This design comes from an exercise in tuning for small area on the open sky130 flow, not from production work. Function was checked by simulation only, so behaviour that the tests miss may differ from the original. No activity file was given, so power comes from the tool's default toggle rates.

## fjord
Design System, start of the top module:
module System(input clk, rst, enable, input[4:0] button_in, output[0:6] segment, output[3:0] anodes,
              output decimal_point, output [3:0] LEDs, output mode_led, output alarm_led, output speaker);
Size in the first run: roughly 850 cells after synthesis, roughly 27 I/O pins.
clock: 10.0 ns
lec_check: 0
abc_area: 1
cap_margin: 20
core_margin: 2
core_utilization: 40
place_density: 0.6
slew_margin: 20
run.sh (not shown) runs the stock make flow with config.mk's settings and CLKGATE_MAP_FILE= SYNTH_SCRIPT=/design/flow/synth_recipe.tcl, a recipe that flattens the netlist after the stock synthesis.
In summary, fjord completed successfully, with a layout that passed the timing, design-rule and antenna checks.
--- input diff fjord..indigo ---
- an added CTS_BUF_LIST of sky130_fd_sc_hd__clkbuf_8 sky130_fd_sc_hd__clkbuf_16
Findings:
- fjord and indigo ended up with nearly the same combinational power.
- indigo against fjord: data arrival time of the critical path now sits at about the same level, area enclosed by the die boundary level.
- indigo ran to completion and came out clean on the timing, design-rule and antenna checks.
diff inputs: indigo => pepper
- CTS_BUF_LIST no longer set, was sky130_fd_sc_hd__clkbuf_8 sky130_fd_sc_hd__clkbuf_16
==> flow/flow/run.sh (new file) <==
#!/bin/bash
# Own layout flow: the standard flow (standard.sh, standard synthesis unchanged) with two
# changes to how the layout is made: the clock tree is built without dummy loads from
# clkbuf_8 buffers, and ports are buffered with buf_1 cells. Each step's output goes to its own log.
set -euo pipefail
export CTS_ARGS="-sink_clustering_enable -repair_clock_nets -dont_use_dummy_load -buf_list sky130_fd_sc_hd__clkbuf_8"
export BUFFER_PORTS_ARGS="-buffer_cell sky130_fd_sc_hd__buf_1"
for step in synth floorplan place cts route finish; do
  bash standard.sh $step > log_$step.txt 2>&1
done
==> flow/standard.sh (new file) <==
#!/bin/bash
# synth_recipe.tcl (not shown) runs the flow's synth.tcl, then flattens the netlist and writes it again
# the make line also repeats each setting of config.mk as NAME=value (left out here)
make -C /OpenROAD-flow-scripts/flow DESIGN_CONFIG=/design/flow/config.mk WORK_HOME=/design/flow/orfs CLKGATE_MAP_FILE= SYNTH_SCRIPT=/design/flow/synth_recipe.tcl "${@:-finish}"
removed: flow/run.sh
==> run notes <==
- Re layout sequential cell count: no difference whatsoever between indigo and pepper.
- pepper against indigo: fraction of the core area covered by cells at the end of the flow down 2.5 points, sequential portion of the cell area up 2.0 points, final total power -13%.
- Compared with indigo, pepper supports a higher clock frequency.
- Sort indigo and pepper by worst setup slack asc -> top: indigo
- Share of total power in combinational logic in pepper vs indigo: up 3.4 points
Inputs modified between pepper and lagoon:
--- a/flow/flow/run.sh
+++ b/flow/flow/run.sh
@@ -4 +4 @@
-# clkbuf_8 buffers, and ports are buffered with buf_1 cells. Each step's output goes to its own log.
+# clkbuf_16 buffers, and ports are buffered with buf_1 cells. Each step's output goes to its own log.
@@ -6 +6 @@
-export CTS_ARGS="-sink_clustering_enable -repair_clock_nets -dont_use_dummy_load -buf_list sky130_fd_sc_hd__clkbuf_8"
+export CTS_ARGS="-sink_clustering_enable -repair_clock_nets -dont_use_dummy_load -buf_list sky130_fd_sc_hd__clkbuf_16"
Findings:
- Summary of lagoon over pepper: via count stayed essentially flat, global-route wire length before repair now larger, total power now larger.
- Sort lagoon and pepper by utilization after layout desc -> top: lagoon
- Highest clock frequency the design can meet across lagoon and pepper: no real change.
Inputs modified between lagoon and nickel:
- putting CTS_BUF_LIST at sky130_fd_sc_hd__clkbuf_8 where nothing was set
==> flow/run.sh (new file) <==
#!/bin/bash
# synth_recipe.tcl (not shown) runs the flow's synth.tcl, then flattens the netlist and writes it again
# the make line also repeats each setting of config.mk as NAME=value (left out here)
make -C /OpenROAD-flow-scripts/flow DESIGN_CONFIG=/design/flow/config.mk WORK_HOME=/design/flow/orfs CLKGATE_MAP_FILE= SYNTH_SCRIPT=/design/flow/synth_recipe.tcl finish
removed: flow/flow/run.sh
removed: flow/standard.sh
==> run notes <==
- nickel went all the way through the flow, and no timing, DRC or antenna check failed.
- Delta (nickel minus lagoon): wire length now smaller; share of the cycle needed by the critical path after routing now larger; relative contribution of combinational cells to total power now larger.

Another version of the RTL of System (not shown whole).
For scale: roughly 750 cells after synthesis, about 110 flip-flops, ~27 I/O pins.
Settings: LEC_CHECK=0, CAP_MARGIN=20, CORE_MARGIN=2, CORE_UTILIZATION=40, CTS_BUF_LIST=sky130_fd_sc_hd__clkbuf_8, CTS_CLUSTER_DIAMETER=100, CTS_CLUSTER_SIZE=60, PLACE_DENSITY=0.6, SLEW_MARGIN=20; clock period 10.0 ns.
Stock flow here: none of the scripts above is used.
The first run passed the timing, design-rule and antenna checks.
Rerun with:
Settings changed: CTS_BUF_LIST sky130_fd_sc_hd__clkbuf_8 to not set, CTS_CLUSTER_DIAMETER 100 to not set, CTS_CLUSTER_SIZE 60 to not set.
=> Worst setup slack is about the same. Power increases by 15%. Global-route usage rose by 0.10 points. Die area is unchanged. Design area came out higher by about 2.6%. Non-clock buffer count does not change. Synthesized area stays the same. Utilization climbs by 1.2 points. Clock skew went down by 0.0048 ns. Count of clock-buffer cells in the layout goes up by 1.
Rerun with:
Settings changed: CTS_BUF_LIST set to sky130_fd_sc_hd__clkbuf_4, CTS_CLUSTER_DIAMETER set to 100, CTS_CLUSTER_SIZE set to 30.
Result: Hold slack improves by 0.017 ns. Worst setup slack degrades by 0.0058 ns. Routed wire length shrinks by 1.9%. Global-route usage shrinks by 0.33 points. Core utilization shrinks by 2.0 points.
Rerun with:
Settings changed: CTS_BUF_LIST sky130_fd_sc_hd__clkbuf_4 to sky130_fd_sc_hd__clkbuf_8, CTS_CLUSTER_DIAMETER 100 to 200, CTS_CLUSTER_SIZE 30 to 100.
The new run went through all stages and came out clean.
Cell area rises by 1.6%.
Worst hold slack stays flat.
Die area does not change.
Synthesized cell count is unchanged.
Utilization increases by 0.74 points.
Clock-buffer cell count grows by 1.
Worst setup slack gains 0.0083 ns.
Routed wire length came out higher by 1.1%.

[what the ideal ports hide]
No port has a modelled driver above. Below, the same layouts with a new extraction and two added sets of constraints.
Step 1: set_driving_cell puts a clkbuf_16 on clk and a buf_2 on each other input, an assumption about the parent block.
Step 2 times the ports against the registers' clock, not the clock port: input delays grow and output delays shrink by t, the midpoint of the rising clock arrivals with the driver on.
a / b / c = ideal / step 1 / step 2; a / b = the first two.
run	t, ns	slack for setup (ns)	worst setup path at the end	latest minus earliest clock arrival (ns)
fjord	0.399	4.867 / 4.844 / 4.844	input to output	0.012 / 0.012
indigo	0.399	4.867 / 4.844 / 4.844	input to output	0.012 / 0.012
pepper	0.416	5.592 / 5.570 / 5.570	input to output	0.046 / 0.045
lagoon	0.392	5.592 / 5.570 / 5.570	input to output	0.029 / 0.029
nickel	0.445	4.867 / 4.844 / 4.844	input to output	0.017 / 0.018
the first run of note 2	0.485	4.484 / 4.459 / 4.459	input to output	0.014 / 0.014
the second run of note 2	0.468	4.482 / 4.456 / 4.456	input to output	0.010 / 0.010
the third run of note 2	0.573	4.476 / 4.450 / 4.450	input to output	0.020 / 0.021
the fourth run of note 2	0.485	4.484 / 4.459 / 4.459	input to output	0.014 / 0.014
After both steps every run listed still meets setup and hold.
